Background: an optimization exercise with open tools, aiming at small area and few clock cycles per item. Do not read the settings as production practice. At most, simulation tests tie the RTL to the original design; equivalence was not proved. Function not checked in run 3: the RTL went through the layout flow alone.

==> flow/design.v <==
module MyDesign (dut_run, dut_busy, reset_b, clk, dut_sram_write_address,
		 dut_sram_write_data, dut_sram_write_enable,
		 dut_sram_read_address,	sram_dut_read_data,
		 dut_wmem_read_address, wmem_dut_read_data);
input clk;
input signed [15:0] sram_dut_read_data, wmem_dut_read_data;
input dut_run, reset_b;
output signed [15:0] dut_sram_write_data;
output [11:0] dut_sram_write_address;
output dut_sram_write_enable;
output [11:0] dut_sram_read_address, dut_wmem_read_address;
output dut_busy;
localparam [2:0] IDLE = 3'd0, HDR = 3'd1, SZ = 3'd2, PR = 3'd3, RUN = 3'd4;
reg [2:0] st;
reg [11:0] xa, wa, xb, oa;
reg [6:0] col;           
reg [7:0] row;           
reg [4:0] s8;            
reg [1:0] ph;            
reg x4, x8, w4, w8;      
reg lc, l2, we, first_c, first_t;
reg [15:0] xo_r, wo_r;
reg [1:0] ph_c;
reg [21:0] acc;
wire [21:0] acc_next;
wire [15:0] X = sram_dut_read_data;
wire [15:0] Wd = wmem_dut_read_data;
wire ix4 = (st == PR) ? X[2] : x4;
wire ix8 = (st == PR) ? X[3] : x8;
wire iw4 = (st == PR) ? Wd[2] : w4;
wire iw8 = (st == PR) ? Wd[3] : w8;
wire ib8 = ix8 | iw8;
wire ib4 = ~ib8 & (ix4 | iw4);
wire ixn = ib8 ? ~ix8 : (ib4 & ~ix4);   
wire iwn = ib8 ? ~iw8 : (ib4 & ~iw4);
wire ir4 = ib8 & ((~ix4 & ~ix8) | (~iw4 & ~iw8));  
wire nlast = ~(ixn | iwn) | (ir4 ? (ph == 2'd3) : ph[0]);
wire [6:0] lh = ib8 ? 7'd1 : ib4 ? 7'd2 : 7'd4;    
wire row_end = (col == lh);
wire layer_end = row_end & (row == 8'd1);
wire stepping = (st == PR) | (st == RUN);
wire is_end = &X[7:0];
always @(posedge clk) begin
	if (!reset_b) begin
		st <= IDLE;
		xa <= 12'd0;
		wa <= 12'd0;
		lc <= 1'b0;
		l2 <= 1'b0;
		we <= 1'b0;
	end else begin
		lc <= stepping & row_end;
		l2 <= lc;
		we <= l2;
		case (st)
		IDLE: if (dut_run) begin
			st <= SZ;
			xa <= xa + 12'd1;
			wa <= wa + 12'd1;
		end
		HDR: begin
			st <= SZ;
			xa <= xa + 12'd1;
			wa <= wa + 12'd1;
		end
		SZ: if (is_end) begin
			st <= IDLE;
			xa <= 12'd0;
			wa <= 12'd0;
		end else begin
			st <= PR;
			xa <= xa + 12'd1;
			wa <= wa + 12'd1;
		end
		default: begin  
			st <= layer_end ? HDR : RUN;
			if (row_end & ~layer_end)
				xa <= xb;
			else if (~ixn | nlast)
				xa <= xa + 12'd1;
			if (~iwn | nlast)
				wa <= wa + 12'd1;
		end
		endcase
	end
end
always @(posedge clk) begin
	if (st == SZ) begin
		s8 <= X[7:3];
		row <= X[7:0];
		col <= X[7:1];
	end else begin
		if (row_end) begin
			col <= {s8, 2'b00};
			row <= row - 8'd1;
		end else
			col <= col - lh;
	end
	if (st == SZ)
		xb <= xa + 12'd1;
	if (st == PR) begin
		x4 <= X[2];
		x8 <= X[3];
		w4 <= Wd[2];
		w8 <= Wd[3];
	end
	ph <= stepping ? ph + 2'd1 : 2'd0;
	ph_c <= ph;
	first_c <= lc | (st == PR);
	first_t <= first_c;
	xo_r <= xo;
	wo_r <= wo;
	oa <= (st == IDLE) ? 12'd0 : oa + {11'd0, we};
	acc <= acc_next;
end
wire m8 = x8 | w8;
wire m4 = ~m8 & (x4 | w4);
wire m2 = ~m8 & ~m4;
wire [21:0] acc_in = first_t ? 22'd0 : acc;
wire [15:0] xo, wo;
mpnn_steer u_steer (.X(X), .Wd(Wd), .m8(m8), .m4(m4), .m2(m2), .x8(x8), .x4(x4),
	.w8(w8), .w4(w4), .ph_c(ph_c), .xo(xo), .wo(wo));
  wire mo_82 = m8 | m2;
  wire mo_42 = m4 | m2;
  wire mo_84 = m8 | m4;
  wire pp_0_0_0 = (xo_r[0] & wo_r[0]) & m8;
  wire pp_0_0_1 = (xo_r[0] & wo_r[1]) & m8;
  wire pp_0_0_2 = (xo_r[0] & wo_r[2]) & m8;
  wire pp_0_0_3 = (xo_r[0] & wo_r[3]) & m8;
  wire pp_0_0_4 = (xo_r[0] & wo_r[4]) & mo_84;
  wire pp_0_0_5 = (xo_r[0] & wo_r[5]) & mo_84;
  wire pp_0_0_6 = (xo_r[0] & wo_r[6]);
  wire pp_0_0_7 = ~(xo_r[0] & wo_r[7]);
  wire pp_0_1_0 = (xo_r[1] & wo_r[0]) & m8;
  wire pp_0_1_1 = (xo_r[1] & wo_r[1]) & m8;
  wire pp_0_1_2 = (xo_r[1] & wo_r[2]) & m8;
  wire pp_0_1_3 = (xo_r[1] & wo_r[3]) & m8;
  wire pp_0_1_4 = (xo_r[1] & wo_r[4]) & mo_84;
  wire pp_0_1_5 = (xo_r[1] & wo_r[5]) & mo_84;
  wire pp_0_1_6 = (xo_r[1] & wo_r[6]) ? mo_84 : m2;
  wire pp_0_1_7 = (xo_r[1] & wo_r[7]) ? m2 : mo_84;
  wire pp_0_2_0 = (xo_r[2] & wo_r[0]) & m8;
  wire pp_0_2_1 = (xo_r[2] & wo_r[1]) & m8;
  wire pp_0_2_2 = (xo_r[2] & wo_r[2]) & m8;
  wire pp_0_2_3 = (xo_r[2] & wo_r[3]) & m8;
  wire pp_0_2_4 = (xo_r[2] & wo_r[4]);
  wire pp_0_2_5 = (xo_r[2] & wo_r[5]) ? mo_84 : m2;
  wire pp_0_2_6 = (xo_r[2] & wo_r[6]) & mo_84;
  wire pp_0_2_7 = ~(xo_r[2] & wo_r[7]) & mo_84;
  wire pp_0_3_0 = (xo_r[3] & wo_r[0]) & m8;
  wire pp_0_3_1 = (xo_r[3] & wo_r[1]) & m8;
  wire pp_0_3_2 = (xo_r[3] & wo_r[2]) & m8;
  wire pp_0_3_3 = (xo_r[3] & wo_r[3]) & m8;
  wire pp_0_3_4 = (xo_r[3] & wo_r[4]) ? m8 : mo_42;
  wire pp_0_3_5 = (xo_r[3] & wo_r[5]) ? mo_82 : m4;
  wire pp_0_3_6 = (xo_r[3] & wo_r[6]) ? m8 : m4;
  wire pp_0_3_7 = (xo_r[3] & wo_r[7]) ? m4 : m8;
  wire pp_0_4_0 = (xo_r[4] & wo_r[0]) & mo_84;
  wire pp_0_4_1 = (xo_r[4] & wo_r[1]) & mo_84;
  wire pp_0_4_2 = (xo_r[4] & wo_r[2]);
  wire pp_0_4_3 = (xo_r[4] & wo_r[3]) ? m8 : mo_42;
  wire pp_0_4_4 = (xo_r[4] & wo_r[4]) & m8;
  wire pp_0_4_5 = (xo_r[4] & wo_r[5]) & m8;
  wire pp_0_4_6 = (xo_r[4] & wo_r[6]) & m8;
  wire pp_0_4_7 = ~(xo_r[4] & wo_r[7]) & m8;
  wire pp_0_5_0 = (xo_r[5] & wo_r[0]) & mo_84;
  wire pp_0_5_1 = (xo_r[5] & wo_r[1]) & mo_84;
  wire pp_0_5_2 = (xo_r[5] & wo_r[2]) ? mo_84 : m2;
  wire pp_0_5_3 = (xo_r[5] & wo_r[3]) ? mo_82 : m4;
  wire pp_0_5_4 = (xo_r[5] & wo_r[4]) & m8;
  wire pp_0_5_5 = (xo_r[5] & wo_r[5]) & m8;
  wire pp_0_5_6 = (xo_r[5] & wo_r[6]) & m8;
  wire pp_0_5_7 = ~(xo_r[5] & wo_r[7]) & m8;
  wire pp_0_6_0 = (xo_r[6] & wo_r[0]);
  wire pp_0_6_1 = (xo_r[6] & wo_r[1]) ? mo_84 : m2;
  wire pp_0_6_2 = (xo_r[6] & wo_r[2]) & mo_84;
  wire pp_0_6_3 = (xo_r[6] & wo_r[3]) ? m8 : m4;
  wire pp_0_6_4 = (xo_r[6] & wo_r[4]) & m8;
  wire pp_0_6_5 = (xo_r[6] & wo_r[5]) & m8;
  wire pp_0_6_6 = (xo_r[6] & wo_r[6]) & m8;
  wire pp_0_6_7 = ~(xo_r[6] & wo_r[7]) & m8;
  wire pp_0_7_0 = ~(xo_r[7] & wo_r[0]);
  wire pp_0_7_1 = (xo_r[7] & wo_r[1]) ? m2 : mo_84;
  wire pp_0_7_2 = ~(xo_r[7] & wo_r[2]) & mo_84;
  wire pp_0_7_3 = (xo_r[7] & wo_r[3]) ? m4 : m8;
  wire pp_0_7_4 = ~(xo_r[7] & wo_r[4]) & m8;
  wire pp_0_7_5 = ~(xo_r[7] & wo_r[5]) & m8;
  wire pp_0_7_6 = ~(xo_r[7] & wo_r[6]) & m8;
  wire pp_0_7_7 = (xo_r[7] & wo_r[7]) & m8;
  wire pp_1_0_0 = (xo_r[8] & wo_r[8]) & m8;
  wire pp_1_0_1 = (xo_r[8] & wo_r[9]) & m8;
  wire pp_1_0_2 = (xo_r[8] & wo_r[10]) & m8;
  wire pp_1_0_3 = (xo_r[8] & wo_r[11]) & m8;
  wire pp_1_0_4 = (xo_r[8] & wo_r[12]) & mo_84;
  wire pp_1_0_5 = (xo_r[8] & wo_r[13]) & mo_84;
  wire pp_1_0_6 = (xo_r[8] & wo_r[14]);
  wire pp_1_0_7 = ~(xo_r[8] & wo_r[15]);
  wire pp_1_1_0 = (xo_r[9] & wo_r[8]) & m8;
  wire pp_1_1_1 = (xo_r[9] & wo_r[9]) & m8;
  wire pp_1_1_2 = (xo_r[9] & wo_r[10]) & m8;
  wire pp_1_1_3 = (xo_r[9] & wo_r[11]) & m8;
  wire pp_1_1_4 = (xo_r[9] & wo_r[12]) & mo_84;
  wire pp_1_1_5 = (xo_r[9] & wo_r[13]) & mo_84;
  wire pp_1_1_6 = (xo_r[9] & wo_r[14]) ? mo_84 : m2;
  wire pp_1_1_7 = (xo_r[9] & wo_r[15]) ? m2 : mo_84;
  wire pp_1_2_0 = (xo_r[10] & wo_r[8]) & m8;
  wire pp_1_2_1 = (xo_r[10] & wo_r[9]) & m8;
  wire pp_1_2_2 = (xo_r[10] & wo_r[10]) & m8;
  wire pp_1_2_3 = (xo_r[10] & wo_r[11]) & m8;
  wire pp_1_2_4 = (xo_r[10] & wo_r[12]);
  wire pp_1_2_5 = (xo_r[10] & wo_r[13]) ? mo_84 : m2;
  wire pp_1_2_6 = (xo_r[10] & wo_r[14]) & mo_84;
  wire pp_1_2_7 = ~(xo_r[10] & wo_r[15]) & mo_84;
  wire pp_1_3_0 = (xo_r[11] & wo_r[8]) & m8;
  wire pp_1_3_1 = (xo_r[11] & wo_r[9]) & m8;
  wire pp_1_3_2 = (xo_r[11] & wo_r[10]) & m8;
  wire pp_1_3_3 = (xo_r[11] & wo_r[11]) & m8;
  wire pp_1_3_4 = (xo_r[11] & wo_r[12]) ? m8 : mo_42;
  wire pp_1_3_5 = (xo_r[11] & wo_r[13]) ? mo_82 : m4;
  wire pp_1_3_6 = (xo_r[11] & wo_r[14]) ? m8 : m4;
  wire pp_1_3_7 = (xo_r[11] & wo_r[15]) ? m4 : m8;
  wire pp_1_4_0 = (xo_r[12] & wo_r[8]) & mo_84;
  wire pp_1_4_1 = (xo_r[12] & wo_r[9]) & mo_84;
  wire pp_1_4_2 = (xo_r[12] & wo_r[10]);
  wire pp_1_4_3 = (xo_r[12] & wo_r[11]) ? m8 : mo_42;
  wire pp_1_4_4 = (xo_r[12] & wo_r[12]) & m8;
  wire pp_1_4_5 = (xo_r[12] & wo_r[13]) & m8;
  wire pp_1_4_6 = (xo_r[12] & wo_r[14]) & m8;
  wire pp_1_4_7 = ~(xo_r[12] & wo_r[15]) & m8;
  wire pp_1_5_0 = (xo_r[13] & wo_r[8]) & mo_84;
  wire pp_1_5_1 = (xo_r[13] & wo_r[9]) & mo_84;
  wire pp_1_5_2 = (xo_r[13] & wo_r[10]) ? mo_84 : m2;
  wire pp_1_5_3 = (xo_r[13] & wo_r[11]) ? mo_82 : m4;
  wire pp_1_5_4 = (xo_r[13] & wo_r[12]) & m8;
  wire pp_1_5_5 = (xo_r[13] & wo_r[13]) & m8;
  wire pp_1_5_6 = (xo_r[13] & wo_r[14]) & m8;
  wire pp_1_5_7 = ~(xo_r[13] & wo_r[15]) & m8;
  wire pp_1_6_0 = (xo_r[14] & wo_r[8]);
  wire pp_1_6_1 = (xo_r[14] & wo_r[9]) ? mo_84 : m2;
  wire pp_1_6_2 = (xo_r[14] & wo_r[10]) & mo_84;
  wire pp_1_6_3 = (xo_r[14] & wo_r[11]) ? m8 : m4;
  wire pp_1_6_4 = (xo_r[14] & wo_r[12]) & m8;
  wire pp_1_6_5 = (xo_r[14] & wo_r[13]) & m8;
  wire pp_1_6_6 = (xo_r[14] & wo_r[14]) & m8;
  wire pp_1_6_7 = ~(xo_r[14] & wo_r[15]) & m8;
  wire pp_1_7_0 = ~(xo_r[15] & wo_r[8]);
  wire pp_1_7_1 = (xo_r[15] & wo_r[9]) ? m2 : mo_84;
  wire pp_1_7_2 = ~(xo_r[15] & wo_r[10]) & mo_84;
  wire pp_1_7_3 = (xo_r[15] & wo_r[11]) ? m4 : m8;
  wire pp_1_7_4 = ~(xo_r[15] & wo_r[12]) & m8;
  wire pp_1_7_5 = ~(xo_r[15] & wo_r[13]) & m8;
  wire pp_1_7_6 = ~(xo_r[15] & wo_r[14]) & m8;
  wire pp_1_7_7 = (xo_r[15] & wo_r[15]) & m8;
  wire k_9 = m8;
  wire k_10 = m4;
  wire k_11 = m2;
  wire k_12 = m2;
  wire k_13 = mo_42;
  wire k_14 = mo_42;
  wire k_15 = mo_42;
  wire k_16 = 1'b1;
  wire k_17 = 1'b1;
  wire k_18 = 1'b1;
  wire k_19 = 1'b1;
  wire k_20 = 1'b1;
  wire k_21 = 1'b1;
  wire t1, t2;
  mpnn_fa u_t1 (.a(pp_0_0_6), .b(pp_0_1_5), .c(pp_0_2_4), .s(t1), .co(t2));
  wire t3, t4;
  mpnn_fa u_t3 (.a(pp_0_0_7), .b(pp_0_1_6), .c(pp_0_2_5), .s(t3), .co(t4));
  wire t5, t6;
  mpnn_fa u_t5 (.a(pp_0_3_4), .b(pp_0_4_3), .c(pp_0_5_2), .s(t5), .co(t6));
  wire t7, t8;
  mpnn_ha u_t7 (.a(pp_0_6_1), .b(pp_0_7_0), .s(t7), .co(t8));
  wire t9, t10;
  mpnn_fa u_t9 (.a(pp_0_1_7), .b(pp_0_2_6), .c(pp_0_3_5), .s(t9), .co(t10));
  wire t11, t12;
  mpnn_fa u_t11 (.a(pp_0_4_4), .b(pp_0_5_3), .c(pp_0_6_2), .s(t11), .co(t12));
  wire t13, t14;
  mpnn_ha u_t13 (.a(pp_0_7_1), .b(pp_1_1_7), .s(t13), .co(t14));
  wire t15, t16;
  mpnn_fa u_t15 (.a(pp_0_2_7), .b(pp_0_3_6), .c(pp_0_4_5), .s(t15), .co(t16));
  wire t17, t18;
  mpnn_fa u_t17 (.a(pp_0_5_4), .b(pp_0_6_3), .c(pp_0_7_2), .s(t17), .co(t18));
  wire t19, t20;
  mpnn_ha u_t19 (.a(pp_0_3_7), .b(pp_0_4_6), .s(t19), .co(t20));
  wire t21, t22;
  mpnn_fa u_t21 (.a(pp_0_0_4), .b(pp_0_1_3), .c(pp_0_2_2), .s(t21), .co(t22));
  wire t23, t24;
  mpnn_fa u_t23 (.a(pp_0_0_5), .b(pp_0_1_4), .c(pp_0_2_3), .s(t23), .co(t24));
  wire t25, t26;
  mpnn_fa u_t25 (.a(pp_0_3_2), .b(pp_0_4_1), .c(pp_0_5_0), .s(t25), .co(t26));
  wire t27, t28;
  mpnn_ha u_t27 (.a(pp_1_0_5), .b(pp_1_1_4), .s(t27), .co(t28));
  wire t29, t30;
  mpnn_fa u_t29 (.a(pp_0_3_3), .b(pp_0_4_2), .c(pp_0_5_1), .s(t29), .co(t30));
  wire t31, t32;
  mpnn_fa u_t31 (.a(pp_0_6_0), .b(pp_1_0_6), .c(pp_1_1_5), .s(t31), .co(t32));
  wire t33, t34;
  mpnn_fa u_t33 (.a(pp_1_2_4), .b(pp_1_3_3), .c(pp_1_4_2), .s(t33), .co(t34));
  wire t35, t36;
  mpnn_ha u_t35 (.a(pp_1_5_1), .b(pp_1_6_0), .s(t35), .co(t36));
  wire t37, t38;
  mpnn_fa u_t37 (.a(pp_1_0_7), .b(pp_1_1_6), .c(pp_1_2_5), .s(t37), .co(t38));
  wire t39, t40;
  mpnn_fa u_t39 (.a(pp_1_3_4), .b(pp_1_4_3), .c(pp_1_5_2), .s(t39), .co(t40));
  wire t41, t42;
  mpnn_fa u_t41 (.a(pp_1_6_1), .b(pp_1_7_0), .c(acc_in[7]), .s(t41), .co(t42));
  wire t43, t44;
  mpnn_fa u_t43 (.a(t2), .b(t3), .c(t5), .s(t43), .co(t44));
  wire t45, t46;
  mpnn_fa u_t45 (.a(pp_1_2_6), .b(pp_1_3_5), .c(pp_1_4_4), .s(t45), .co(t46));
  wire t47, t48;
  mpnn_fa u_t47 (.a(pp_1_5_3), .b(pp_1_6_2), .c(pp_1_7_1), .s(t47), .co(t48));
  wire t49, t50;
  mpnn_fa u_t49 (.a(acc_in[8]), .b(t4), .c(t6), .s(t49), .co(t50));
  wire t51, t52;
  mpnn_fa u_t51 (.a(t8), .b(t9), .c(t11), .s(t51), .co(t52));
  wire t53, t54;
  mpnn_fa u_t53 (.a(pp_1_2_7), .b(pp_1_3_6), .c(pp_1_4_5), .s(t53), .co(t54));
  wire t55, t56;
  mpnn_fa u_t55 (.a(pp_1_5_4), .b(pp_1_6_3), .c(pp_1_7_2), .s(t55), .co(t56));
  wire t57, t58;
  mpnn_fa u_t57 (.a(k_9), .b(acc_in[9]), .c(t10), .s(t57), .co(t58));
  wire t59, t60;
  mpnn_fa u_t59 (.a(t12), .b(t14), .c(t15), .s(t59), .co(t60));
  wire t61, t62;
  mpnn_fa u_t61 (.a(pp_0_5_5), .b(pp_0_6_4), .c(pp_0_7_3), .s(t61), .co(t62));
  wire t63, t64;
  mpnn_fa u_t63 (.a(pp_1_3_7), .b(pp_1_4_6), .c(pp_1_5_5), .s(t63), .co(t64));
  wire t65, t66;
  mpnn_fa u_t65 (.a(pp_1_6_4), .b(pp_1_7_3), .c(k_10), .s(t65), .co(t66));
  wire t67, t68;
  mpnn_fa u_t67 (.a(acc_in[10]), .b(t16), .c(t18), .s(t67), .co(t68));
  wire t69, t70;
  mpnn_fa u_t69 (.a(pp_0_4_7), .b(pp_0_5_6), .c(pp_0_6_5), .s(t69), .co(t70));
  wire t71, t72;
  mpnn_fa u_t71 (.a(pp_0_7_4), .b(pp_1_4_7), .c(pp_1_5_6), .s(t71), .co(t72));
  wire t73, t74;
  mpnn_fa u_t73 (.a(pp_1_6_5), .b(pp_1_7_4), .c(k_11), .s(t73), .co(t74));
  wire t75, t76;
  mpnn_fa u_t75 (.a(pp_0_5_7), .b(pp_0_6_6), .c(pp_0_7_5), .s(t75), .co(t76));
  wire t77, t78;
  mpnn_ha u_t77 (.a(pp_0_0_2), .b(pp_0_1_1), .s(t77), .co(t78));
  wire t79, t80;
  mpnn_fa u_t79 (.a(pp_0_0_3), .b(pp_0_1_2), .c(pp_0_2_1), .s(t79), .co(t80));
  wire t81, t82;
  mpnn_fa u_t81 (.a(pp_0_3_0), .b(pp_1_0_3), .c(pp_1_1_2), .s(t81), .co(t82));
  wire t83, t84;
  mpnn_fa u_t83 (.a(pp_0_3_1), .b(pp_0_4_0), .c(pp_1_0_4), .s(t83), .co(t84));
  wire t85, t86;
  mpnn_fa u_t85 (.a(pp_1_1_3), .b(pp_1_2_2), .c(pp_1_3_1), .s(t85), .co(t86));
  wire t87, t88;
  mpnn_ha u_t87 (.a(pp_1_4_0), .b(acc_in[4]), .s(t87), .co(t88));
  wire t89, t90;
  mpnn_fa u_t89 (.a(pp_1_2_3), .b(pp_1_3_2), .c(pp_1_4_1), .s(t89), .co(t90));
  wire t91, t92;
  mpnn_fa u_t91 (.a(pp_1_5_0), .b(acc_in[5]), .c(t22), .s(t91), .co(t92));
  wire t93, t94;
  mpnn_fa u_t93 (.a(t23), .b(t25), .c(t27), .s(t93), .co(t94));
  wire t95, t96;
  mpnn_fa u_t95 (.a(acc_in[6]), .b(t1), .c(t24), .s(t95), .co(t96));
  wire t97, t98;
  mpnn_fa u_t97 (.a(t26), .b(t28), .c(t29), .s(t97), .co(t98));
  wire t99, t100;
  mpnn_fa u_t99 (.a(t31), .b(t33), .c(t35), .s(t99), .co(t100));
  wire t101, t102;
  mpnn_fa u_t101 (.a(t7), .b(t30), .c(t32), .s(t101), .co(t102));
  wire t103, t104;
  mpnn_fa u_t103 (.a(t34), .b(t36), .c(t37), .s(t103), .co(t104));
  wire t105, t106;
  mpnn_fa u_t105 (.a(t39), .b(t41), .c(t43), .s(t105), .co(t106));
  wire t107, t108;
  mpnn_fa u_t107 (.a(t13), .b(t38), .c(t40), .s(t107), .co(t108));
  wire t109, t110;
  mpnn_fa u_t109 (.a(t42), .b(t44), .c(t45), .s(t109), .co(t110));
  wire t111, t112;
  mpnn_fa u_t111 (.a(t47), .b(t49), .c(t51), .s(t111), .co(t112));
  wire t113, t114;
  mpnn_fa u_t113 (.a(t17), .b(t46), .c(t48), .s(t113), .co(t114));
  wire t115, t116;
  mpnn_fa u_t115 (.a(t50), .b(t52), .c(t53), .s(t115), .co(t116));
  wire t117, t118;
  mpnn_fa u_t117 (.a(t55), .b(t57), .c(t59), .s(t117), .co(t118));
  wire t119, t120;
  mpnn_fa u_t119 (.a(t19), .b(t54), .c(t56), .s(t119), .co(t120));
  wire t121, t122;
  mpnn_fa u_t121 (.a(t58), .b(t60), .c(t61), .s(t121), .co(t122));
  wire t123, t124;
  mpnn_fa u_t123 (.a(t63), .b(t65), .c(t67), .s(t123), .co(t124));
  wire t125, t126;
  mpnn_fa u_t125 (.a(acc_in[11]), .b(t20), .c(t62), .s(t125), .co(t126));
  wire t127, t128;
  mpnn_fa u_t127 (.a(t64), .b(t66), .c(t68), .s(t127), .co(t128));
  wire t129, t130;
  mpnn_fa u_t129 (.a(t69), .b(t71), .c(t73), .s(t129), .co(t130));
  wire t131, t132;
  mpnn_fa u_t131 (.a(pp_1_5_7), .b(pp_1_6_6), .c(pp_1_7_5), .s(t131), .co(t132));
  wire t133, t134;
  mpnn_fa u_t133 (.a(k_12), .b(acc_in[12]), .c(t70), .s(t133), .co(t134));
  wire t135, t136;
  mpnn_fa u_t135 (.a(t72), .b(t74), .c(t75), .s(t135), .co(t136));
  wire t137, t138;
  mpnn_fa u_t137 (.a(pp_0_6_7), .b(pp_0_7_6), .c(pp_1_6_7), .s(t137), .co(t138));
  wire t139, t140;
  mpnn_fa u_t139 (.a(pp_1_7_6), .b(k_13), .c(acc_in[13]), .s(t139), .co(t140));
  wire t141, t142;
  mpnn_ha u_t141 (.a(pp_0_0_1), .b(pp_0_1_0), .s(t141), .co(t142));
  wire t143, t144;
  mpnn_fa u_t143 (.a(pp_0_2_0), .b(pp_1_0_2), .c(pp_1_1_1), .s(t143), .co(t144));
  wire t145, t146;
  mpnn_ha u_t145 (.a(pp_1_2_0), .b(acc_in[2]), .s(t145), .co(t146));
  wire t147, t148;
  mpnn_fa u_t147 (.a(pp_1_2_1), .b(pp_1_3_0), .c(acc_in[3]), .s(t147), .co(t148));
  wire t149, t150;
  mpnn_fa u_t149 (.a(t78), .b(t79), .c(t81), .s(t149), .co(t150));
  wire t151, t152;
  mpnn_fa u_t151 (.a(t21), .b(t80), .c(t82), .s(t151), .co(t152));
  wire t153, t154;
  mpnn_fa u_t153 (.a(t83), .b(t85), .c(t87), .s(t153), .co(t154));
  wire t155, t156;
  mpnn_fa u_t155 (.a(t84), .b(t86), .c(t88), .s(t155), .co(t156));
  wire t157, t158;
  mpnn_fa u_t157 (.a(t89), .b(t91), .c(t93), .s(t157), .co(t158));
  wire t159, t160;
  mpnn_fa u_t159 (.a(t90), .b(t92), .c(t94), .s(t159), .co(t160));
  wire t161, t162;
  mpnn_fa u_t161 (.a(t95), .b(t97), .c(t99), .s(t161), .co(t162));
  wire t163, t164;
  mpnn_fa u_t163 (.a(t96), .b(t98), .c(t100), .s(t163), .co(t164));
  wire t165, t166;
  mpnn_fa u_t165 (.a(t101), .b(t103), .c(t105), .s(t165), .co(t166));
  wire t167, t168;
  mpnn_fa u_t167 (.a(t102), .b(t104), .c(t106), .s(t167), .co(t168));
  wire t169, t170;
  mpnn_fa u_t169 (.a(t107), .b(t109), .c(t111), .s(t169), .co(t170));
  wire t171, t172;
  mpnn_fa u_t171 (.a(t108), .b(t110), .c(t112), .s(t171), .co(t172));
  wire t173, t174;
  mpnn_fa u_t173 (.a(t113), .b(t115), .c(t117), .s(t173), .co(t174));
  wire t175, t176;
  mpnn_fa u_t175 (.a(t114), .b(t116), .c(t118), .s(t175), .co(t176));
  wire t177, t178;
  mpnn_fa u_t177 (.a(t119), .b(t121), .c(t123), .s(t177), .co(t178));
  wire t179, t180;
  mpnn_fa u_t179 (.a(t120), .b(t122), .c(t124), .s(t179), .co(t180));
  wire t181, t182;
  mpnn_fa u_t181 (.a(t125), .b(t127), .c(t129), .s(t181), .co(t182));
  wire t183, t184;
  mpnn_fa u_t183 (.a(t126), .b(t128), .c(t130), .s(t183), .co(t184));
  wire t185, t186;
  mpnn_fa u_t185 (.a(t131), .b(t133), .c(t135), .s(t185), .co(t186));
  wire t187, t188;
  mpnn_fa u_t187 (.a(t76), .b(t132), .c(t134), .s(t187), .co(t188));
  wire t189, t190;
  mpnn_fa u_t189 (.a(t136), .b(t137), .c(t139), .s(t189), .co(t190));
  wire t191, t192;
  mpnn_fa u_t191 (.a(pp_0_7_7), .b(pp_1_7_7), .c(k_14), .s(t191), .co(t192));
  wire t193, t194;
  mpnn_fa u_t193 (.a(acc_in[14]), .b(t138), .c(t140), .s(t193), .co(t194));
  wire t195, t196;
  mpnn_ha u_t195 (.a(pp_1_0_1), .b(pp_1_1_0), .s(t195), .co(t196));
  wire t197, t198;
  mpnn_fa u_t197 (.a(t77), .b(t142), .c(t143), .s(t197), .co(t198));
  wire t199, t200;
  mpnn_fa u_t199 (.a(t144), .b(t146), .c(t147), .s(t199), .co(t200));
  wire t201, t202;
  mpnn_fa u_t201 (.a(t148), .b(t150), .c(t151), .s(t201), .co(t202));
  wire t203, t204;
  mpnn_fa u_t203 (.a(t152), .b(t154), .c(t155), .s(t203), .co(t204));
  wire t205, t206;
  mpnn_fa u_t205 (.a(t156), .b(t158), .c(t159), .s(t205), .co(t206));
  wire t207, t208;
  mpnn_fa u_t207 (.a(t160), .b(t162), .c(t163), .s(t207), .co(t208));
  wire t209, t210;
  mpnn_fa u_t209 (.a(t164), .b(t166), .c(t167), .s(t209), .co(t210));
  wire t211, t212;
  mpnn_fa u_t211 (.a(t168), .b(t170), .c(t171), .s(t211), .co(t212));
  wire t213, t214;
  mpnn_fa u_t213 (.a(t172), .b(t174), .c(t175), .s(t213), .co(t214));
  wire t215, t216;
  mpnn_fa u_t215 (.a(t176), .b(t178), .c(t179), .s(t215), .co(t216));
  wire t217, t218;
  mpnn_fa u_t217 (.a(t180), .b(t182), .c(t183), .s(t217), .co(t218));
  wire t219, t220;
  mpnn_fa u_t219 (.a(t184), .b(t186), .c(t187), .s(t219), .co(t220));
  wire t221, t222;
  mpnn_fa u_t221 (.a(t188), .b(t190), .c(t191), .s(t221), .co(t222));
  wire t223, t224;
  mpnn_fa u_t223 (.a(k_15), .b(acc_in[15]), .c(t192), .s(t223), .co(t224));
  wire t225, t226;
  mpnn_ha u_t225 (.a(pp_0_0_0), .b(pp_1_0_0), .s(t225), .co(t226));
  wire t227, t228;
  mpnn_fa u_t227 (.a(acc_in[1]), .b(t141), .c(t195), .s(t227), .co(t228));
  wire t229, t230;
  mpnn_fa u_t229 (.a(t145), .b(t196), .c(t197), .s(t229), .co(t230));
  wire t231, t232;
  mpnn_fa u_t231 (.a(t149), .b(t198), .c(t199), .s(t231), .co(t232));
  wire t233, t234;
  mpnn_fa u_t233 (.a(t153), .b(t200), .c(t201), .s(t233), .co(t234));
  wire t235, t236;
  mpnn_fa u_t235 (.a(t157), .b(t202), .c(t203), .s(t235), .co(t236));
  wire t237, t238;
  mpnn_fa u_t237 (.a(t161), .b(t204), .c(t205), .s(t237), .co(t238));
  wire t239, t240;
  mpnn_fa u_t239 (.a(t165), .b(t206), .c(t207), .s(t239), .co(t240));
  wire t241, t242;
  mpnn_fa u_t241 (.a(t169), .b(t208), .c(t209), .s(t241), .co(t242));
  wire t243, t244;
  mpnn_fa u_t243 (.a(t173), .b(t210), .c(t211), .s(t243), .co(t244));
  wire t245, t246;
  mpnn_fa u_t245 (.a(t177), .b(t212), .c(t213), .s(t245), .co(t246));
  wire t247, t248;
  mpnn_fa u_t247 (.a(t181), .b(t214), .c(t215), .s(t247), .co(t248));
  wire t249, t250;
  mpnn_fa u_t249 (.a(t185), .b(t216), .c(t217), .s(t249), .co(t250));
  wire t251, t252;
  mpnn_fa u_t251 (.a(t189), .b(t218), .c(t219), .s(t251), .co(t252));
  wire t253, t254;
  mpnn_fa u_t253 (.a(t193), .b(t220), .c(t221), .s(t253), .co(t254));
  wire t255, t256;
  mpnn_fa u_t255 (.a(t194), .b(t222), .c(t223), .s(t255), .co(t256));
  wire t257, t258;
  mpnn_fa u_t257 (.a(k_16), .b(acc_in[16]), .c(t224), .s(t257), .co(t258));
  wire t259, t260;
  mpnn_ha u_t259 (.a(k_17), .b(acc_in[17]), .s(t259), .co(t260));
  wire t261, t262;
  mpnn_ha u_t261 (.a(k_18), .b(acc_in[18]), .s(t261), .co(t262));
  wire t263, t264;
  mpnn_ha u_t263 (.a(k_19), .b(acc_in[19]), .s(t263), .co(t264));
  wire t265, t266;
  mpnn_ha u_t265 (.a(k_20), .b(acc_in[20]), .s(t265), .co(t266));
  wire t267, t268;
  mpnn_ha u_t267 (.a(k_21), .b(acc_in[21]), .s(t267), .co(t268));
  wire [21:0] row_a = {t266, t264, t262, t260, t258, t256, t254, t252, t250, t248, t246, t244, t242, t240, t238, t236, t234, t232, t230, t228, t226, acc_in[0]};
  wire [21:0] row_b = {t267, t265, t263, t261, t259, t257, t255, t253, t251, t249, t247, t245, t243, t241, t239, t237, t235, t233, t231, t229, t227, t225};
  assign acc_next = row_a + row_b;
assign dut_sram_read_address = xa;
assign dut_wmem_read_address = wa;
assign dut_sram_write_address = oa;
assign dut_sram_write_enable = we;
assign dut_sram_write_data = m8 ? acc[15:0] : m4 ? acc[19:4] : acc[21:6];
assign dut_busy = (st != IDLE) | we;
endmodule
module mpnn_fa (a, b, c, s, co);
input a, b, c;
output s, co;
assign s = a ^ b ^ c;
assign co = (a & b) | (a & c) | (b & c);
endmodule
module mpnn_ha (a, b, s, co);
input a, b;
output s, co;
assign s = a ^ b;
assign co = a & b;
endmodule
module mpnn_steer (X, Wd, m8, m4, m2, x8, x4, w8, w4, ph_c, xo, wo);
input [15:0] X, Wd;
input m8, m4, m2, x8, x4, w8, w4;
input [1:0] ph_c;
output [15:0] xo, wo;
wire xfull = (m8 & x8) | (m4 & x4) | m2;       
wire x84 = m8 & x4, x82 = m8 & ~x8 & ~x4, x42 = m4 & ~x4;
wire wfull8 = m8 & w8, wfull4 = m4 & w4;
wire w84 = m8 & w4, w82 = m8 & ~w8 & ~w4, w42 = m4 & ~w4;
function [15:0] sp84; input [7:0] g; sp84 = {{4{g[7]}}, g[7:4], {4{g[3]}}, g[3:0]}; endfunction
function [15:0] sp82; input [3:0] g; sp82 = {{6{g[3]}}, g[3:2], {6{g[1]}}, g[1:0]}; endfunction
function [15:0] sp42; input [7:0] g; sp42 = {{2{g[7]}}, g[7:6], {2{g[5]}}, g[5:4], {2{g[3]}}, g[3:2], {2{g[1]}}, g[1:0]}; endfunction
function [15:0] mir4; input [15:0] v; mir4 = {v[11:8], v[15:12], v[3:0], v[7:4]}; endfunction
function [15:0] mir2; input [15:0] v; mir2 = {v[9:8], v[11:10], v[13:12], v[15:14], v[1:0], v[3:2], v[5:4], v[7:6]}; endfunction
wire [7:0] gx8 = ph_c[0] ? X[15:8] : X[7:0];
wire [3:0] gx4 = ph_c[1] ? (ph_c[0] ? X[15:12] : X[11:8]) : (ph_c[0] ? X[7:4] : X[3:0]);
wire [7:0] gw8 = ph_c[0] ? Wd[15:8] : Wd[7:0];
wire [3:0] gw4 = ph_c[1] ? (ph_c[0] ? Wd[15:12] : Wd[11:8]) : (ph_c[0] ? Wd[7:4] : Wd[3:0]);
assign xo = ({16{xfull}} & X) | ({16{x84}} & sp84(gx8)) | ({16{x82}} & sp82(gx4)) | ({16{x42}} & sp42(gx8));
assign wo = ({16{wfull8}} & Wd) | ({16{wfull4}} & mir4(Wd)) | ({16{m2}} & mir2(Wd))
  | ({16{w84}} & sp84(gw8)) | ({16{w82}} & sp82(gw4)) | ({16{w42}} & mir4(sp42(gw8)));
endmodule
==> flow/flow/run.sh <==
#!/bin/bash
# Layout flow: the standard flow (standard.sh, all ORFS steps) with two
# changes: the port buffers that global placement puts on every input and
# output use the smallest buffer cell, and clock tree synthesis uses
# clkbuf_8 buffers, in clusters of up to 20 sinks, and adds no dummy loads.
set -o pipefail
export BUFFER_PORTS_ARGS="-buffer_cell sky130_fd_sc_hd__buf_1"
export CTS_ARGS="-sink_clustering_enable -repair_clock_nets -buf_list sky130_fd_sc_hd__clkbuf_8 -sink_clustering_size 20 -sink_clustering_max_diameter 100 -dont_use_dummy_load"
bash standard.sh > standard.log 2>&1
==> flow/standard.sh <==
#!/bin/bash
# synth_recipe.tcl (not shown) runs the flow's synth.tcl, then flattens the netlist and writes it again
# the make line also repeats each setting of config.mk as NAME=value (left out here)
make -C /OpenROAD-flow-scripts/flow DESIGN_CONFIG=/design/flow/config.mk WORK_HOME=/design/flow/orfs CLKGATE_MAP_FILE= SYNTH_SCRIPT=/design/flow/synth_recipe.tcl "${@:-finish}"
==> flow/config.mk <==
export PLATFORM = sky130hd
export DESIGN_NAME = MyDesign
export DESIGN_NICKNAME = MyDesign
export VERILOG_FILES = /design/flow/design.v
export SDC_FILE = /design/flow/constraint.sdc
export NUM_CORES = 4
export LEC_CHECK = 0
export CAP_MARGIN = 20
export CORE_MARGIN = 2
export CORE_UTILIZATION = 40
export SLEW_MARGIN = 20
export SYNTH_HIERARCHICAL = 1
export SYNTH_MINIMUM_KEEP_SIZE = 0
==> flow/constraint.sdc <==
create_clock -name core_clock -period 6.0 [get_ports {clk}]
set_input_delay 1.2000 -clock core_clock [delete_from_list [all_inputs] [get_ports {clk}]]
set_output_delay 1.2000 -clock core_clock [all_outputs]
set_load 0.01 [all_outputs]
==> out/results.ini, run 1 <==
[grt]
grt_pass1_vias = 8467
grt_use_total = 0.197
grt_overflow_total = 0
antenna_found_initial = 2
grt_pass1_wl_um = 45100
grt_max_degree = 36

[critical_path]
cpPeakStageDelay_ps = 560
start_kind = flip-flop
worst-path-buf-inv = 2
crit_type = reg -> reg
critPathSlowestCell = fa_1
path_max_fanout = 19
end_kind = flip-flop
crit_path_frequent_cell = fa_1
rrSetupSlack_ps = 300
arrival_ps = 6060
cp_top_family = adder cells
crit_path_start = x8
timing.rr.end = acc[20]
path_cells = nor2_2, buf_4, inv_4, and3_1, fa_1, fa_1, fa_1, fa_1, fa_1, fa_1, ha_1, a21o_1, a21o_1, a41oi_1, o21ai_0, a41oi_2, a31oi_1, a31oi_1, xnor2_1
rr_startpoint = x8
critical_path_required_ps = 6350
r2r_cells = 19
crit_end = acc[20]
path_depth = 19

[synthesis]
synth_area_leaders = fa_1, dfxtp_1, edfxtp_1, ha_1, and3_1
avgSynthCellArea_um2 = 9.99
ys_types = 75
ys_warn_count = 8
async_reset_ff_frac = 0
netlist_instances = 1115
synth_seq_area_share = 0.270
syn-cell-area_mm2 = 0.0111
ys.flop_type = dfxtp_1
synth_top_area_cell = fa_1
synth_edf_count = 25
yosys.area.top_type_share = 0.216
ys_seq_elements = 138

[status]
outcome = complete, no violations

[clock_network]
cts.sinks = 138
cts_setup_buffers = 0
htree_levels = 4
cts_hold_buf = 0
cts_tree = built
clkTransAtPathRegs_ps = 60
cts-buffers-inserted = 17
root_buffer = clkbuf_8
ctsLongestPathBuffers = 2
clk_latency_ps = 450

[placed_design]
gp_congestion = 0.914
dp_hpwl_um = 21500
portBuffers = 88
placed_area_mm2 = 0.0119
pre_cts_ws_ps = 140

[route]
ant_nets = 0
met1Wirelength_um = 12300
top_layer_used = met5
dr.pass1.iters = 9
via_count = 8663
viasPerCell = 5.53
drt_iter0_drc = 731
drt_wl_total_um = 27900
wl_met3_um = 1310
wl_per_cell_um = 17.8
drc = 0
met2WireLength_um = 13700

[timing]
setup_tns_ps = 0
hold_violations = 0
drv_slew = 0
period_needed_ps = 5700
setup_slack_ps = 295
tightest_slew_ps = 1050
slew_headroom = 0.299
fmaxAchievable_mhz = 175
setup_viol_count_final = 0
rsz0062_at_grt = no
fin_skew_ps = 33.8
finalCritPeriodShare = 0.951

[min_path]
hold_path_class = reg -> reg

[floorplanning]
die-width_um = 171
coreArea_mm2 = 0.0276
start_util = 0.403
die-area_mm2 = 0.0292
rows = 61
num_io_pins = 89
die_y_um = 171

[layout]
nFillCells = 2752
drive_gt1_frac = 0.0690
fin_area_mm2 = 0.0122
synthToLayoutAreaGrowth_pct = 9.06
layout_common_cells = nand2_1, fa_1, dfxtp_1
final_common_cell = nand2_1
final_util = 0.440
finalNetCount = 1392

[flow_run]
maxCapViolCount = 0

## modules after synthesis, one instance, submodules excluded
module,copies in the design,cells,flip-flops and latches
MyDesign,1,837,138
mpnn_fa,118,1,0
mpnn_ha,16,1,0
mpnn_steer,1,144,0
## timing repair
action,in CTS,in global routing
gates resized for setup,0,10
hold endpoints to repair,0,0
setup endpoints to repair,0,8
## stage by stage
stage / hold WS [ps] / instances
after global placement: 313 / 1549
after CTS: 334 / 1566
after detailed placement: 315 / 1549
final: 332 / 1567
after floorplan: 310 / 1120
after global routing: 353 / 1566
## worst min-delay path by stage
stage | from | to | depth (start not counted)
2_1_floorplan | first_c | first_t | 0
3_3_place_gp | first_c | first_t | 0
3_5_place_dp | first_c | first_t | 0
4_1_cts | first_c | first_t | 0
5_1_grt | first_c | first_t | 0
6_report | first_c | first_t | 0
## synthesized netlist by cell type (all sizes together) (15+ instances only)
library cell,n
clkbuf,41
mux2i,33
and3,84
o21ai,58
nor2b,32
nand2,129
dfxtp,113
ha,47
xor2,22
a21oi,52
xnor2,49
buf,15
and2,16
edfxtp,25
nand3,27
nor2,42
fa,120
a222oi,16
inv,20
## state kept, by name, indices dropped and copies added (netlist names), 2 cells and up
register and count:
wo_r 16, s8 5, ph_c 2, xb 12
st 3, wa 12, row 8, col 7
oa 12, acc 22, xa 12, xo_r 16
ph 2
## final cells by class
class                           instances  area (um2)  share of cell area
Clock buffer                           17         234              0.0193
Inverter                               22        85.1             0.00700
Multi-Input combinational cell        904        7870               0.647
Sequential cell                       138        3020               0.248
Timing Repair Buffer                  107         477              0.0392
Antenna cell                            1        2.50            0.000206
Tap cell                              378         473              0.0389
## per-layer routing
| layer | global-route usage | vias up |
|---|---|---|
| met5 | 0 | - |
| met1 | 0.270 | 4288 |
| met2 | 0.319 | 219 |
| met3 | 0.0335 | 38 |
| li1 | - | 4116 |
| met4 | 0.0593 | 2 |
## logic make-up (layout without fill, tap and decap cells)
kind of cell             after synthesis  after routing  synth area share
XOR/XNOR                              71             71            0.0558
other                                  1              7          0.000337
multiplexers                          51             51            0.0574
AND/OR/NAND/NOR                      385            385             0.181
flip-flops                           138            138             0.270
buffers and inverters                 78            146            0.0280
adder cells (fa/ha/maj)              167            167             0.268
AO/OA/AOI/OAI                        224            224             0.138
Testbench counts, summed over its fixed seeds: cycles 117,674, macs 306,944.
==> inputs of run 2 (changes only) <==
==> flow/flow/run.sh (replaced) <==
#!/bin/bash
# Layout flow: the standard flow (standard.sh, all ORFS steps) with two
# changes: the port buffers that global placement puts on every input and
# output use the smallest buffer cell, and clock tree synthesis uses
# clkbuf_8 buffers and adds no dummy loads.
set -o pipefail
export BUFFER_PORTS_ARGS="-buffer_cell sky130_fd_sc_hd__buf_1"
export CTS_ARGS="-sink_clustering_enable -repair_clock_nets -buf_list sky130_fd_sc_hd__clkbuf_8 -dont_use_dummy_load"
bash standard.sh > standard.log 2>&1
==> out/results.ini, run 2 <==
[grt]
grt_pass1_wl_um = 45100
antenna_found_initial = 2
grt_pass1_vias = 8467
grt_overflow_total = 0
grt_max_degree = 36
grt_use_total = 0.197

[timing]
fin_skew_ps = 33.8
rsz0062_at_grt = no
fmaxAchievable_mhz = 175
slew_headroom = 0.299
whs_ps = 332
setup_viol_count_final = 0
drv_slew = 0
setup_slack_ps = 295
hold_violations = 0
setup_tns_ps = 0
tightest_slew_ps = 1050
finalCritPeriodShare = 0.951
period_needed_ps = 5700

[synthesis]
synth_top_family_by_area = adder cells
muxShareOfSynthArea = 0.0574
yosys.area.top_type_share = 0.216
syn-cell-area_mm2 = 0.0111
ys.flop_type = dfxtp_1
yosysMostFrequentCell = nand2_1
synth-simple-area-share = 0.181
ys_warn_count = 8
synth_xor_area_frac = 0.0558
netlist_instances = 1115
ys_types = 75
synthTopCellsByCount = nand2_1, fa_1, dfxtp_1, and3_1, o21ai_0
synth_edf_count = 25
ys_seq_elements = 138
synth_adder_area_share = 0.268
synth_compound_area_frac = 0.138
synth_area_leaders = fa_1, dfxtp_1, edfxtp_1, ha_1, and3_1
avgSynthCellArea_um2 = 9.99
synth_seq_area_share = 0.270
synth_top_area_cell = fa_1
async_reset_ff_frac = 0

[clock_network]
ctsLongestPathBuffers = 2
cts_setup_buffers = 0
cts.sinks = 138
clk_latency_ps = 450
cts_hold_buf = 0
cts_tree = built
root_buffer = clkbuf_8
cts_resized = 0
cts-buffers-inserted = 17
clkTransAtPathRegs_ps = 60
htree_levels = 4

[critical_path]
arrival_ps = 6060
path_max_fanout = 19
timing.rr.end = acc[20]
start_kind = flip-flop
rrSetupSlack_ps = 300
critical_path_required_ps = 6350
crit_path_start = x8
rr_startpoint = x8
r2r_cells = 19
end_kind = flip-flop
crit_type = reg -> reg

[floorplanning]
num_io_pins = 89
die-area_mm2 = 0.0292
die-width_um = 171
start_util = 0.403
rows = 61
die_y_um = 171
coreArea_mm2 = 0.0276

[min_path]
hold_path_class = reg -> reg
hold_start = first_c
worst_hold_path.endpoint = first_t
hold_depth = 0

[layout]
synthToLayoutAreaGrowth_pct = 9.06
layout_common_cells = nand2_1, fa_1, dfxtp_1
final_common_cell = nand2_1
largest_register = acc
drive_gt1_frac = 0.0690
largest_reg_flops = 22
finalNetCount = 1392
top_regs = acc (22), wo_r (16), xo_r (16)
final_util = 0.440

[route]
drt_iter0_drc = 731
via_count = 8663
drc = 0
drt_wl_total_um = 27900
ant_nets = 0
viasPerCell = 5.53
wl_per_cell_um = 17.8
dr.pass1.iters = 9

[placed_design]
dp_hpwl_um = 21500
portBuffers = 88
pre_cts_ws_ps = 140
gp_congestion = 0.914

[flow_run]
maxCapViolCount = 0

[status]
outcome = complete, no violations

run 2: cells by family after synthesis:
logic type                 Yosys count
and+or+nand+nor                    385
AOI/OAI and AO/OA                  224
adders and majority gates          167
DFF                                138
buffers and inverters               78
xor gates and xnor gates            71
muxes                               51
other                                1
run 2: critical path, stage by stage (launching register included):
cell     delay, ps
dfxtp_2        350
nor2_2         160
buf_4          190
inv_4          110
and3_1         220
fa_1           560
fa_1           440
fa_1           460
fa_1           410
fa_1           530
fa_1           420
ha_1           310
a21o_1         160
a21o_1         190
a41oi_1        150
o21ai_0        170
a41oi_2        280
a31oi_1        160
a31oi_1        230
xnor2_1        130
run 2: modules after synthesis (local to each module, per instance):
module,flops+latches,copies in the design,cells,cell area (um2)
MyDesign,138,1,837,7470
mpnn_steer,0,1,144,1110
mpnn_fa,0,118,1,20.0
mpnn_ha,0,16,1,12.5
run 2: layout make-up:
cell class | instances | area (um2)
antenna | 1 | 2.50
clock buffer | 17 | 234
fill | 2752 | 15500
inverter | 22 | 85.1
multi-input combinational | 904 | 7870
sequential | 138 | 3020
tap | 378 | 473
timing repair buffer | 107 | 477
run 2: worst max-delay path by stage:
| stage | end | slack, ps | cells after the start |
|---|---|---|---|
| after floorplan | acc[21] | 60 | 20 |
| after global placement | acc[21] | 290 | 18 |
| after detailed placement | acc[20] | 140 | 19 |
| after CTS | acc[20] | 110 | 19 |
| after global routing | acc[16] | 9 | 18 |
| final | acc[20] | 300 | 19 |
run 2: through the flow:
stage / cell area (um2) / std cells
after CTS: 12100 / 1566
after global placement: 11900 / 1549
after detailed placement: 11900 / 1549
final: 12200 / 1567
after global routing: 12200 / 1566
after floorplan: 11200 / 1120
run 2: routing by layer:
| metal | wire length, um | track usage | vias up |
|---|---|---|---|
| li1 | - | - | 4116 |
| met1 | 12300 | 0.270 | 4288 |
| met2 | 13700 | 0.319 | 219 |
| met3 | 1310 | 0.0335 | 38 |
| met4 | 586 | 0.0593 | 2 |
| met5 | 13 | 0 | - |
==> inputs of run 3 (changes only) <==
--- a/flow/design.v
+++ b/flow/design.v
@@ -40,11 +40,19 @@
 wire layer_end = row_end & (row == 8'd1);
 wire stepping = (st == PR) | (st == RUN);
 wire is_end = &X[7:0];
+wire clr = ~reset_b | ((st == SZ) & is_end);
+wire hdr_step = ((st == IDLE) & dut_run) | (st == HDR) | (st == SZ);
+wire rewind = stepping & row_end & ~layer_end;
+wire x_inc = hdr_step | (stepping & (~ixn | nlast));
+wire w_inc = hdr_step | (stepping & (~iwn | nlast));
+wire [11:0] xa1 = xa + {11'd0, x_inc};
 always @(posedge clk) begin
+	xa <= clr ? 12'd0 : rewind ? xb : xa1;
+	wa <= clr ? 12'd0 : wa + {11'd0, w_inc};
+	if (st == SZ)
+		xb <= xa1;
 	if (!reset_b) begin
 		st <= IDLE;
-		xa <= 12'd0;
-		wa <= 12'd0;
 		lc <= 1'b0;
 		l2 <= 1'b0;
 		we <= 1'b0;
@@ -53,34 +61,10 @@
 		l2 <= lc;
 		we <= l2;
 		case (st)
-		IDLE: if (dut_run) begin
-			st <= SZ;
-			xa <= xa + 12'd1;
-			wa <= wa + 12'd1;
-		end
-		HDR: begin
-			st <= SZ;
-			xa <= xa + 12'd1;
-			wa <= wa + 12'd1;
-		end
-		SZ: if (is_end) begin
-			st <= IDLE;
-			xa <= 12'd0;
-			wa <= 12'd0;
-		end else begin
-			st <= PR;
-			xa <= xa + 12'd1;
-			wa <= wa + 12'd1;
-		end
-		default: begin  
-			st <= layer_end ? HDR : RUN;
-			if (row_end & ~layer_end)
-				xa <= xb;
-			else if (~ixn | nlast)
-				xa <= xa + 12'd1;
-			if (~iwn | nlast)
-				wa <= wa + 12'd1;
-		end
+		IDLE: if (dut_run) st <= SZ;
+		HDR: st <= SZ;
+		SZ: st <= is_end ? IDLE : PR;
+		default: st <= layer_end ? HDR : RUN;   
 		endcase
 	end
 end
@@ -90,14 +74,9 @@
 		row <= X[7:0];
 		col <= X[7:1];
 	end else begin
-		if (row_end) begin
-			col <= {s8, 2'b00};
-			row <= row - 8'd1;
-		end else
-			col <= col - lh;
+		row <= row - {7'd0, row_end};
+		col <= row_end ? {s8, 2'b00} : col - lh;
 	end
-	if (st == SZ)
-		xb <= xa + 12'd1;
 	if (st == PR) begin
 		x4 <= X[2];
 		x8 <= X[3];
==> out/results.ini, run 3 <==
[placed_design]
gp_congestion = 0.874
dp_hpwl_um = 21400
pre_cts_ws_ps = 156
portBuffers = 88

[synthesis]
syn-cell-area_mm2 = 0.0110
synth_seq_area_share = 0.267
synth_area_leaders = dfxtp_1, fa_1, ha_1, edfxtp_1, and3_1
ys_types = 77
yosys.area.top_type_share = 0.221
synth_top_area_cell = dfxtp_1
synthTopCellsByCount = dfxtp_1, fa_1, nand2_1, and3_1, nor2_1
avgSynthCellArea_um2 = 9.91
netlist_instances = 1106
yosysMostFrequentCell = dfxtp_1
ys_warn_count = 8
ys.flop_type = dfxtp_1
synth_edf_count = 17
ys_seq_elements = 138
async_reset_ff_frac = 0

[layout]
register_area_mm2 = 0.00293
drive_gt1_frac = 0.0682
finalNetCount = 1394
layout_common_cells = dfxtp_1, fa_1, nand2_1
final_util = 0.445
largest_reg_flops = 22
largest_register = acc
final_common_cell = dfxtp_1
synthToLayoutAreaGrowth_pct = 9.28
nFillCells = 2575
multi_input_area_mm2 = 0.00775
top_regs = acc (22), wo_r (16), xo_r (16)

[route]
viasPerCell = 5.61
ant_nets = 0
drc = 0
drt_wl_total_um = 27900
via_count = 8587
wl_per_cell_um = 18.2
drt_iter0_drc = 790
dr.pass1.iters = 8

[timing]
drv_slew = 0
fmaxAchievable_mhz = 173
fin_skew_ps = 46.3
setup_slack_ps = 204
whs_ps = 344
setup_viol_count_final = 0
hold_violations = 0
period_needed_ps = 5800
setup_tns_ps = 0
slew_headroom = 0.422
finalCritPeriodShare = 0.966
tightest_slew_ps = 865

[grt]
grt_pass1_wl_um = 45600
antenna_found_initial = 1
grt_pass1_vias = 8502
grt_use_total = 0.202
grt_overflow_total = 0
grt_max_degree = 59

[critical_path]
arrival_ps = 6160
end_kind = flip-flop
path_max_fanout = 21
path_depth = 18
start_kind = flip-flop
critPathSlowestCell = fa_1
r2r_cells = 18
cpPeakStageDelay_ps = 530
crit_path_frequent_cell = fa_1
path_cells = nor2_2, nand2_2, buf_4, and3_1, fa_1, fa_1, fa_1, fa_1, fa_1, fa_1, ha_1, a21oi_2, nand2_1, nand3b_1, a21o_1, o211a_1, a211o_1, o311ai_1
crit_type = reg -> reg
cp_top_family = adder cells
critical_path_required_ps = 6360
worst-path-buf-inv = 1

[clock_network]
cts.sinks = 138
cts_tree = built
cts-buffers-inserted = 17
ctsLongestPathBuffers = 2
clkTransAtPathRegs_ps = 80
root_buffer = clkbuf_8
htree_levels = 4
clk_latency_ps = 480

[min_path]
hold_depth = 0
hold_path_class = reg -> reg

[floorplanning]
num_io_pins = 89
die-area_mm2 = 0.0288
coreArea_mm2 = 0.0270
start_util = 0.407
rows = 60
die_y_um = 170
die-width_um = 170

[flow_run]
maxCapViolCount = 0

[status]
outcome = complete, no violations

==> run 3: final cells by class <==
class / instances / area share
clock buffer: 17 / 0.0195
timing repair buffer: 109 / 0.0427
tap: 341 / 0.0356
antenna: 1 / 0.000209
sequential: 138 / 0.245
multi-input combinational: 891 / 0.647
inverter: 33 / 0.0107
==> run 3: through the flow <==
stage                     area, um2  cells
after global placement        11700   1508
after CTS                     11900   1525
after floorplan               11000   1111
after detailed placement      11700   1508
final                         12000   1530
after global routing          12000   1529
==> run 3: worst paths after layout <==
check / slack [ps] / to / startpoint
worst min register to register: 340 / first_t / first_c
worst max register to register: 200 / acc[18] / x8
worst min-delay path: 340 / first_t / first_c
worst max-delay path: 200 / acc[18] / x8
==> run 3: what timing repair did <==
action                                  CTS  global route
setup buffers                             0             3
resized for setup                         0             7
endpoints found under the setup margin    0             4
hold buffers                              0             0
==> run 3: cells by family after synthesis <==
| kind of cell | Yosys count | share of synthesized area |
|---|---|---|
| and+or+nand+nor | 382 | 0.177 |
| AOI/OAI and AO/OA | 198 | 0.122 |
| DFF | 138 | 0.267 |
| xor gates and xnor gates | 75 | 0.0599 |
| other | 1 | 0.000342 |
| adders and majority gates | 169 | 0.275 |
| buffers and inverters | 82 | 0.0308 |
| muxes | 61 | 0.0670 |
==> run 3: per-module statistics from Yosys (local to each module, per instance) <==
module      cell area [um2]  flops+latches  cells inside
mpnn_steer             1110              0           144
MyDesign               7290            138           828
mpnn_ha                12.5              0             1
mpnn_fa                20.0              0             1
==> run 3: per-layer routing <==
metal  vias up  GRT usage  wire, um
met4         0     0.0528       506
met2       263      0.321     13300
li1       4054          -         -
met1      4231      0.285     12600
met5         -          0         0
met3        39     0.0359      1570
==> inputs of run 4 (changes only) <==
--- a/flow/design.v
+++ b/flow/design.v
@@ -10,7 +10,8 @@
 output dut_sram_write_enable;
 output [11:0] dut_sram_read_address, dut_wmem_read_address;
 output dut_busy;
-localparam [2:0] IDLE = 3'd0, HDR = 3'd1, SZ = 3'd2, PR = 3'd3, RUN = 3'd4;
+localparam [2:0] IDLE = 3'd0, HDR = 3'd1, SZ = 3'd2, PR = 3'd3, RUN = 3'd4,
+	RUN1 = 3'd5, RUN2 = 3'd6;
 reg [2:0] st;
 reg [11:0] xa, wa, xb, oa;
 reg [6:0] col;           
@@ -18,9 +19,8 @@
 reg [4:0] s8;            
 reg [1:0] ph;            
 reg x4, x8, w4, w8;      
-reg lc, l2, we, first_c, first_t;
+reg lc, l2, we;
 reg [15:0] xo_r, wo_r;
-reg [1:0] ph_c;
 reg [21:0] acc;
 wire [21:0] acc_next;
 wire [15:0] X = sram_dut_read_data;
@@ -38,7 +38,7 @@
 wire [6:0] lh = ib8 ? 7'd1 : ib4 ? 7'd2 : 7'd4;    
 wire row_end = (col == lh);
 wire layer_end = row_end & (row == 8'd1);
-wire stepping = (st == PR) | (st == RUN);
+wire stepping = (st == PR) | st[2];
 wire is_end = &X[7:0];
 wire clr = ~reset_b | ((st == SZ) & is_end);
 wire hdr_step = ((st == IDLE) & dut_run) | (st == HDR) | (st == SZ);
@@ -64,7 +64,7 @@
 		IDLE: if (dut_run) st <= SZ;
 		HDR: st <= SZ;
 		SZ: st <= is_end ? IDLE : PR;
-		default: st <= layer_end ? HDR : RUN;   
+		default: st <= layer_end ? HDR : (st == PR) ? RUN1 : (st == RUN1) ? RUN2 : RUN;
 		endcase
 	end
 end
@@ -84,9 +84,6 @@
 		w8 <= Wd[3];
 	end
 	ph <= stepping ? ph + 2'd1 : 2'd0;
-	ph_c <= ph;
-	first_c <= lc | (st == PR);
-	first_t <= first_c;
 	xo_r <= xo;
 	wo_r <= wo;
 	oa <= (st == IDLE) ? 12'd0 : oa + {11'd0, we};
@@ -95,6 +92,8 @@
 wire m8 = x8 | w8;
 wire m4 = ~m8 & (x4 | w4);
 wire m2 = ~m8 & ~m4;
+wire [1:0] ph_c = ph - 2'd1;   
+wire first_t = we | (st == RUN2);
 wire [21:0] acc_in = first_t ? 22'd0 : acc;
 wire [15:0] xo, wo;
 mpnn_steer u_steer (.X(X), .Wd(Wd), .m8(m8), .m4(m4), .m2(m2), .x8(x8), .x4(x4),
--- a/flow/config.mk
+++ b/flow/config.mk
@@ -7,7 +7,7 @@
 export LEC_CHECK = 0
 export CAP_MARGIN = 20
 export CORE_MARGIN = 2
-export CORE_UTILIZATION = 40
+export CORE_UTILIZATION = 60
 export SLEW_MARGIN = 20
 export SYNTH_HIERARCHICAL = 1
 export SYNTH_MINIMUM_KEEP_SIZE = 0
==> out/results.ini, run 4 <==
[status]
outcome = complete, no violations

[synthesis]
synth_top_area_cell = fa_1
ys_warn_count = 8
async_reset_ff_frac = 0
synth-simple-area-share = 0.180
synth_adder_area_share = 0.278
netlist_instances = 1092
synth_top_family_by_area = adder cells
synthTopCellsByCount = fa_1, dfxtp_1, nand2_1, and3_1, nor2_1
ys_seq_elements = 134
muxShareOfSynthArea = 0.0672
yosysMostFrequentCell = fa_1
synth_xor_area_frac = 0.0590
syn-cell-area_mm2 = 0.0108
synth_seq_area_share = 0.263
synth_area_leaders = fa_1, dfxtp_1, ha_1, and3_1, edfxtp_1
avgSynthCellArea_um2 = 9.92
ys.flop_type = dfxtp_1
synth_compound_area_frac = 0.122
synth_edf_count = 17
yosys.area.top_type_share = 0.222
ys_types = 75

[timing]
drv_slew = 0
fin_skew_ps = 31.2
finalCritPeriodShare = 0.951
tightest_slew_ps = 1060
setup_viol_count_final = 0
setup_tns_ps = 0
hold_violations = 0
slew_headroom = 0.289
period_needed_ps = 5710
fmaxAchievable_mhz = 175
rsz0062_at_grt = no

[critical_path]
cpPeakStageDelay_ps = 570
timing.rr.end = acc[14]
crit_type = reg -> reg
path_cells = nor2_2, inv_2, buf_4, and3_1, fa_1, fa_1, fa_1, fa_1, fa_1, ha_1, or3_1, a221oi_2, o21bai_2, a21oi_2, o21a_1, o21ai_0, xnor2_1
arrival_ps = 6030
path_max_fanout = 51
rrSetupSlack_ps = 290
rr_startpoint = x8
crit_end = acc[14]
crit_path_start = x8
end_kind = flip-flop
critical_path_required_ps = 6320
crit_path_frequent_cell = fa_1
critPathSlowestCell = fa_1
start_kind = flip-flop
r2r_cells = 17

[clock_network]
clkTransAtPathRegs_ps = 70
cts_hold_buf = 0
cts-buffers-inserted = 17
cts_setup_buffers = 0
cts_tree = built
clk_latency_ps = 460
root_buffer = clkbuf_8
cts_resized = 0
htree_levels = 4
cts.sinks = 134
ctsLongestPathBuffers = 2

[route]
drt_wl_total_um = 26400
ant_nets = 0
drc = 0
dr.pass1.iters = 6
drt_iter0_drc = 741
wl_per_cell_um = 18.9
viasPerCell = 6.08
via_count = 8502

[layout]
final_common_cell = fa_1
layout_common_cells = fa_1, dfxtp_1, nand2_1
finalNetCount = 1376
largest_reg_flops = 22
insertedDiodeCount = 0
largest_register = acc
top_regs = acc (22), wo_r (16), xo_r (16)
synthToLayoutAreaGrowth_pct = 7.32
drive_gt1_frac = 0.0632
nFillCells = 1517

[floorplanning]
die-width_um = 138
coreArea_mm2 = 0.0178
num_io_pins = 89
die_y_um = 138
rows = 49
start_util = 0.607
die-area_mm2 = 0.0192

[grt]
grt_max_degree = 52
grt_pass1_wl_um = 43700
grt_pass1_vias = 8328
grt_use_total = 0.284
grt_overflow_total = 0
antenna_found_initial = 0

[flow_run]
maxCapViolCount = 0

[placed_design]
portBuffers = 88
dp_hpwl_um = 20600
gp_congestion = 0.939

[min_path]
hold_path_class = reg -> reg

-- run 4: changes by cell type after synthesis, sizes merged, moves of 4 or more --
cell	before	now
and2	16	37
buf	17	13
nand3	31	27
and3	80	85
nor2b	29	7
nor3	6	10
or3	3	7
nand2	110	114
dfxtp	121	117
inv	31	23
nor3b	9	5
clkbuf	32	39
-- run 4: cell families after synthesis --
kind of cell,count (synthesis)
flip-flops,134
XOR/XNOR,73
multiplexers,61
adder cells (fa/ha/maj),169
buffers and inverters,77
other,1
AND/OR/NAND/NOR,380
AO/OA/AOI/OAI,197
-- run 4: worst min path at each step --
stage / from / to / slack, ps / cells after the start
after global placement: l2 / we / 420 / 1
final: l2 / we / 440 / 1
after CTS: l2 / we / 440 / 1
after global routing: l2 / we / 450 / 1
after detailed placement: l2 / we / 420 / 1
after floorplan: lc / l2 / 410 / 1
-- run 4: area by class of cell --
class                   count  area (um2)  area share
flip-flops and latches    134        2850       0.245
inverters                  25        93.8     0.00807
clock buffers              17         234      0.0201
repair buffers            108         480      0.0413
well taps                 229         287      0.0246
multi-input cells         886        7680       0.661
-- run 4: modules after synthesis, one instance, submodules excluded --
module | copies in the design | area, um2 | cells
MyDesign | 1 | 7170 | 814
mpnn_ha | 16 | 12.5 | 1
mpnn_steer | 1 | 1110 | 144
mpnn_fa | 118 | 20.0 | 1
-- run 4: worst max-delay path, delay by kind of cell, from the launching register on --
kind	cells	cell delay [ps]
adder cells (fa/ha/maj)	6	2600
AO/OA/AOI/OAI	5	990
buffers and inverters	2	740
AND/OR/NAND/NOR	3	720
flip-flops	1	390
XOR/XNOR	1	140
-- run 4: through the flow --
step | utilization | setup slack (ps) | cell area [um2] | std cells | hold slack [ps]
2_1_floorplan | - | 244 | 10900 | 1097 | 412
3_3_place_gp | 0.639 | 391 | 11400 | 1382 | 415
3_5_place_dp | 0.639 | 381 | 11400 | 1382 | 417
4_1_cts | 0.652 | 357 | 11600 | 1399 | 443
5_1_grt | 0.652 | 2.30 | 11600 | 1399 | 455
6_report | 0.652 | 292 | 11600 | 1399 | 436
-- run 4: routing by layer --
metal  GRT usage  routed length (um)
met5           0                   0
met4      0.0747                 497
met3      0.0481                1540
met2       0.460               12600
met1       0.399               11800
Testbench counts of run 4, summed over its fixed seeds: cycles 117,674, macs 306,944.

## what the ideal ports hide
The results above use ideal ports. As a check the final layouts listed here were re-extracted and re-timed, cells and wires unchanged. Step 1 (the two cells are an assumption about what drives the block):
set clk [get_ports {clk}]
set_driving_cell -lib_cell sky130_fd_sc_hd__clkbuf_16 $clk
set_driving_cell -lib_cell sky130_fd_sc_hd__buf_2 [delete_from_list [all_inputs] $clk]
Step 2 adds t to the input delays and takes it off the output delays; t is the mean of the earliest and latest rising clock arrival at the registers after step 1. Input paths then give back, and output paths get back, about the clock's delay inside the block. Slacks: no drivers / after step 1 / after step 2; pairs: no drivers / after step 1.
run | shift t [ns] | slack for setup (ns) | clock arrival spread, ns | slew at the worst register clock pin (ns) | worst data-port slew with drivers (ns)
run 1 | 0.476 | 0.295 / 0.295 / 0.295 | 0.039 / 0.039 | 0.10 / 0.10 | 0.08
run 2 | 0.476 | 0.295 / 0.295 / 0.295 | 0.039 / 0.039 | 0.10 / 0.10 | 0.08
run 3 | 0.492 | 0.204 / 0.204 / 0.204 | 0.060 / 0.060 | 0.11 / 0.11 | 0.06
run 4 | 0.486 | 0.292 / 0.292 / 0.292 | 0.035 / 0.035 | 0.09 / 0.09 | 0.04
After both steps setup and hold are still met in every run listed.
